This is an optimization exercise on Yosys and OpenROAD, whose aim is small area, not a production implementation. RTL that was checked went through simulation tests only; none was proved equivalent to the original.

==> job 4722 <==
==> flow/design.v <==
module ALU(
  input            clk,
  input      [7:0] A, B,
  input      [3:0] opcode,
  output reg [7:0] out
);
  wire op_div  = (opcode == 4'd3);
  wire op_cmp  = (opcode[3:2] == 2'b11) & (opcode[1:0] != 2'b00);
  reg [7:0] x;
  always @* begin
    case (opcode)
      4'd0, 4'd1, 4'd4,
      4'd13, 4'd14, 4'd15: x = 8'd1;
      4'd2, 4'd6:          x = B;
      4'd5:                x = out;
      4'd7:                x = 8'd2;
      default:             x = 8'd0;
    endcase
  end
  reg [3:0] t;       
  reg       use_acc, use_sr;
  always @* begin
    t = 4'b0000; use_acc = 1'b0; use_sr = 1'b0;
    case (opcode)
      4'd0:                t = 4'b1010;    
      4'd1, 4'd13,
      4'd14, 4'd15:        t = 4'b0101;    
      4'd3:                t = 4'b1100;    
      4'd4, 4'd6:          use_acc = 1'b1;
      4'd8:                use_sr = 1'b1;
      4'd9:                t = 4'b1000;    
      4'd10:               t = 4'b1110;    
      4'd11:               t = 4'b0110;    
      4'd12:               t = 4'b0111;    
      default:             t = 4'b0000;
    endcase
  end
  wire [7:0] asr = {1'b0, A[7:1]};
  reg  [7:0] c;
  integer i;
  always @* begin
    for (i = 0; i < 8; i = i + 1)
      c[i] = t[{A[i], B[i]}] | (use_acc & out[i]) | (use_sr & asr[i]);
  end
  wire [7:0] y    = op_div ? ~B : A;
  wire       cin0 = op_div | op_cmp | (opcode == 4'd1);
  wire [7:0] q;
  wire [7:0] rr [0:8];
  assign rr[8] = 8'd0;
  wire       cout0;
  genvar k, j;
  generate
    for (k = 7; k >= 0; k = k - 1) begin : g_row
      localparam integer W = 8 - k;
      wire [W-1:0] xx, ss;
      wire [W:0]   cc;
      if (W == 1) begin : g_x1
        assign xx = c[k];
      end else begin : g_xn
        assign xx = {rr[k+1][W-2:0], c[k]};
      end
      assign cc[0] = (k == 0) ? cin0 : op_div;
      for (j = 0; j < W; j = j + 1) begin : g_bit
        assign ss[j]   = xx[j] ^ y[j] ^ cc[j];
        if (W <= 5) begin : g_fa assign cc[j+1] = (xx[j] & y[j]) | (cc[j] & (xx[j] ^ y[j])); end else begin : g_mx assign cc[j+1] = y[j] ? (xx[j] | cc[j]) : (xx[j] & cc[j]); end
      end
      wire hz;
      if (W == 8) begin : g8
        assign hz = 1'b1;
      end else begin : gn
        assign hz = ~|B[7:W];
      end
      wire sel = op_div ? (cc[W] & hz) : x[k];
      assign q[k] = sel;
      assign rr[k] = {{(8-W){1'b0}}, (sel ? ss : xx)};
      if (k == 0) begin : g_c0
        assign cout0 = cc[W];
      end
    end
  endgenerate
  wire eq = ~|rr[0];
  reg  flag;
  always @* begin
    case (opcode[1:0])
      2'd1:    flag = eq;
      2'd2:    flag = cout0 & ~eq;
      default: flag = ~cout0;
    endcase
  end
  always @(posedge clk) begin
    if (op_div)      out <= q;
    else if (op_cmp) out <= {8{flag}};
    else             out <= rr[0];
  end
endmodule
==> flow/run.sh <==
#!/bin/bash
# synth_recipe.tcl (not shown) runs the flow's synth.tcl, then flattens the netlist and writes it again
# the make line also repeats each setting of config.mk as NAME=value (left out here)
make -C /OpenROAD-flow-scripts/flow DESIGN_CONFIG=/design/flow/config.mk WORK_HOME=/design/flow/orfs CLKGATE_MAP_FILE= SYNTH_SCRIPT=/design/flow/synth_recipe.tcl finish
==> flow/config.mk <==
export PLATFORM = sky130hd
export DESIGN_NAME = ALU
export DESIGN_NICKNAME = ALU
export VERILOG_FILES = /design/flow/design.v
export SDC_FILE = /design/flow/constraint.sdc
export NUM_CORES = 4
export LEC_CHECK = 0
export ABC_AREA = 1
export CAP_MARGIN = 20
export CORE_MARGIN = 2
export CORE_UTILIZATION = 40
export SLEW_MARGIN = 20
==> flow/constraint.sdc <==
create_clock -name core_clock -period 15.0 [get_ports {clk}]
set_input_delay 3.0000 -clock core_clock [delete_from_list [all_inputs] [get_ports {clk}]]
set_output_delay 3.0000 -clock core_clock [all_outputs]
set_load 0.01 [all_outputs]
==> job 9321: changes against job 4722 <==
==> flow/design.v, changed modules only <==
module ALU(
    input clk,  
  input [7:0] A,B,  
  input [3:0] opcode, 
  output reg [7:0] out 
);
  reg [7:0] acc;
always@(posedge clk)  
    begin
      case(opcode)
            4'b0000:   
                acc = A + B;
            4'b0001:   
                acc = A - B;
            4'b0010:   
                acc = B * A;
            4'b0011:   
                acc = (B == 8'd0) ? 8'hFF : A / B;
        	4'b0100:  
              	acc= acc + A;
        	4'b0101:  
              	acc= acc * A;
        	4'b0110:  
              	acc= acc + (A * B);
        	4'b0111:  
              	acc= A << 1;
        	4'b1000:  
              	acc= A >> 1;
        	4'b1001:  
              	acc= A & B;
        	4'b1010:  
              	acc= A | B;
        	4'b1011:  
              	acc= A ^ B;
        	4'b1100:  
              	acc= ~(A & B);
        	4'b1101:  
              begin
                if(A == B)
                  acc= 8'hFF;
                else
                  acc=0;
              end
        	4'b1110:  
              begin
                if(A>B)
                  acc=8'hFF;
                else
                  acc=0;
              end
        	4'b1111:  
              begin
                if (A<B)
                  acc=8'hFF;
                else
                  acc= 0;
              end
            default: acc = A;
        endcase
        out = acc;
    end    
endmodule 
- ABC_AREA: 1 -> not set
==> job 2676: changes against job 4722 <==
--- a/flow/design.v
+++ b/flow/design.v
@@ -53,5 +53,5 @@
     for (k = 7; k >= 0; k = k - 1) begin : g_row
       localparam integer W = 8 - k;
-      wire [W-1:0] xx, ss;
+      wire [W-1:0] xx;
       wire [W:0]   cc;
       if (W == 1) begin : g_x1
@@ -61,7 +61,8 @@
       end
       assign cc[0] = (k == 0) ? cin0 : op_div;
+      wire [W-1:0] tt;
       for (j = 0; j < W; j = j + 1) begin : g_bit
-        assign ss[j]   = xx[j] ^ y[j] ^ cc[j];
-        if (W <= 5) begin : g_fa assign cc[j+1] = (xx[j] & y[j]) | (cc[j] & (xx[j] ^ y[j])); end else begin : g_mx assign cc[j+1] = y[j] ? (xx[j] | cc[j]) : (xx[j] & cc[j]); end
+        assign tt[j]   = y[j] ^ cc[j];
+        assign cc[j+1] = (xx[j] & y[j]) | (cc[j] & (xx[j] | y[j]));
       end
       wire hz;
@@ -73,5 +74,5 @@
       wire sel = op_div ? (cc[W] & hz) : x[k];
       assign q[k] = sel;
-      assign rr[k] = {{(8-W){1'b0}}, (sel ? ss : xx)};
+      assign rr[k] = {{(8-W){1'b0}}, xx ^ (tt & {W{sel}})};
       if (k == 0) begin : g_c0
         assign cout0 = cc[W];
==> flow/flow/run.sh (new file) <==
#!/bin/bash
# Own layout flow: the standard flow (standard.sh) with two changes:
#  - synthesis maps with an area-oriented ABC script (flow/abc.script),
#    otherwise the same as synth_recipe.tcl (same registers, flatten, renames);
#  - port buffers are sky130_fd_sc_hd__buf_1 instead of the resizer's default.
set -euo pipefail
here=$(pwd)
export MY_ABC_SCRIPT=$here/flow/abc.script
bash standard.sh "SYNTH_SCRIPT=$here/flow/synth.tcl" \
  "BUFFER_PORTS_ARGS=-buffer_cell sky130_fd_sc_hd__buf_1" finish > $here/flow.log 2>&1
==> flow/flow/abc.script (new file) <==
strash
dc2
dch
map -B 0.7
topo
stime -c
==> flow/flow/synth.tcl (new file) <==
proc synth {args} { yosys synth -nofsm -noshare {*}$args }
proc abc {args} {
  if {[info exists ::env(MY_ABC_SCRIPT)] && $::env(MY_ABC_SCRIPT) ne ""} {
    set i [lsearch -exact $args -script]
    if {$i >= 0} { set args [lreplace $args [expr {$i+1}] [expr {$i+1}] $::env(MY_ABC_SCRIPT)] }
  }
  yosys abc {*}$args
}
source $::env(SCRIPTS_DIR)/synth.tcl
# left out here: clear keep_hierarchy, flatten, clean up, hide names made inside functions, write 1_2_yosys.v
==> flow/standard.sh (new file) <==
#!/bin/bash
# synth_recipe.tcl (not shown) runs the flow's synth.tcl, then flattens the netlist and writes it again
# the make line also repeats each setting of config.mk as NAME=value (left out here)
make -C /OpenROAD-flow-scripts/flow DESIGN_CONFIG=/design/flow/config.mk WORK_HOME=/design/flow/orfs CLKGATE_MAP_FILE= SYNTH_SCRIPT=/design/flow/synth_recipe.tcl "${@:-finish}"
- CTS_BUF_LIST: not set -> sky130_fd_sc_hd__clkbuf_1 sky130_fd_sc_hd__clkbuf_2
- GPL_TIMING_DRIVEN: not set -> 0
removed: flow/run.sh
==> parameters.txt <==
Parameter                              Value

Outcome
  Run status    complete, no violations

Synthesis
  Leading post-synthesis cells by instance count    nand2_1, nand3_1, clkinv_1
  Mapped Area    0.00242 mm2
  Unique cell type count in the Yosys netlist    18

Min path
  Hold Crit Start    out[7]

Final layout
  Area taken by multi-input logic gates    0.00195 mm2
  Fillers    roughly 720

Clock network
  Number of setup buffers added after CTS    0
  CTS clk-pin slew, worst paths    0.07 ns

Timing
  Maximum clock rate    about 74 MHz

Routing
  WL per Instance    13.1 um
That was job 2676.
==> parameters.txt <==
Parameter                              Value

Routing
  WL per Instance    19.6 um
  Average vias per placed instance    5.90

Synthesis
  Mapped Area    0.00524 mm2
  Unique cell type count in the Yosys netlist    between 60 and 70
  Net Count, Synth    roughly 830
  Leading post-synthesis cells by instance count    ha_1, inv_1, nor2_1

Outcome
  Run status    complete, no violations

Timing
  Maximum clock rate    70.9 MHz
  Relative max-transition margin    42.7%

Final layout
  Fillers    about 1.3k
  Area taken by multi-input logic gates    0.00473 mm2

Min path
  Hold Crit Start    out[7]
That was job 9321.
==> parameters.txt <==
Parameter                              Value

Final layout
  Clock buffer count in the final layout    3
  Fillers    668
  Area taken by multi-input logic gates    about 0.0028 mm2

Outcome
  Run status    complete, no violations

Placed design
  Count of placed standard cells including taps    773

Routing
  WL per Instance    13.5 um

GRT
  Largest net degree at the start of global routing    25

Synthesis
  Leading post-synthesis cells by instance count    nand2_1, inv_1, nand3_1
  Unique cell type count in the Yosys netlist    46
  Mapped Area    0.00306 mm2

Timing
  Maximum clock rate    71.2 MHz

Clock network
  CTS clk-pin slew, worst paths    0.05 ns
That was job 4722.
No functional check of the RTL was part of job 4722.

static timing again, ports no longer ideal:
In the flow no input, the clock included, has a driving cell. The finished layouts below were timed again as built, in two steps. Step 1: set_driving_cell puts a clkbuf_16 on clk and a buf_2 on each other input, an assumption about the parent block. Step 2 also shifts input and output timing later by t, the mid clock arrival at the registers, as if the neighbouring blocks saw the same clock. a / b / c = no drivers / after step 1 / after step 2; a / b = the first two.
run | t, ns | slack for setup (ns) | worst hold slack (ns) | latest minus earliest clock arrival (ns) | worst data-port slew with drivers (ns)
job 4722 | 0.251 | 0.954 / 0.944 / 0.693 | 0.852 / 0.852 / 0.852 | 0.009 / 0.008 | 0.04
job 9321 | 0.271 | 0.886 / 0.902 / 0.631 | 0.707 / 0.707 / 0.707 | 0.007 / 0.006 | 0.03
job 2676 | 0.248 | 1.531 / 1.528 / 1.280 | 0.805 / 0.805 / 0.805 | 0.010 / 0.010 | 0.03
After both steps every run listed still meets setup and hold. For job 4722, which loses most, drivers alone change the setup slack by -0.010 ns; drivers and shift together by -0.261 ns.
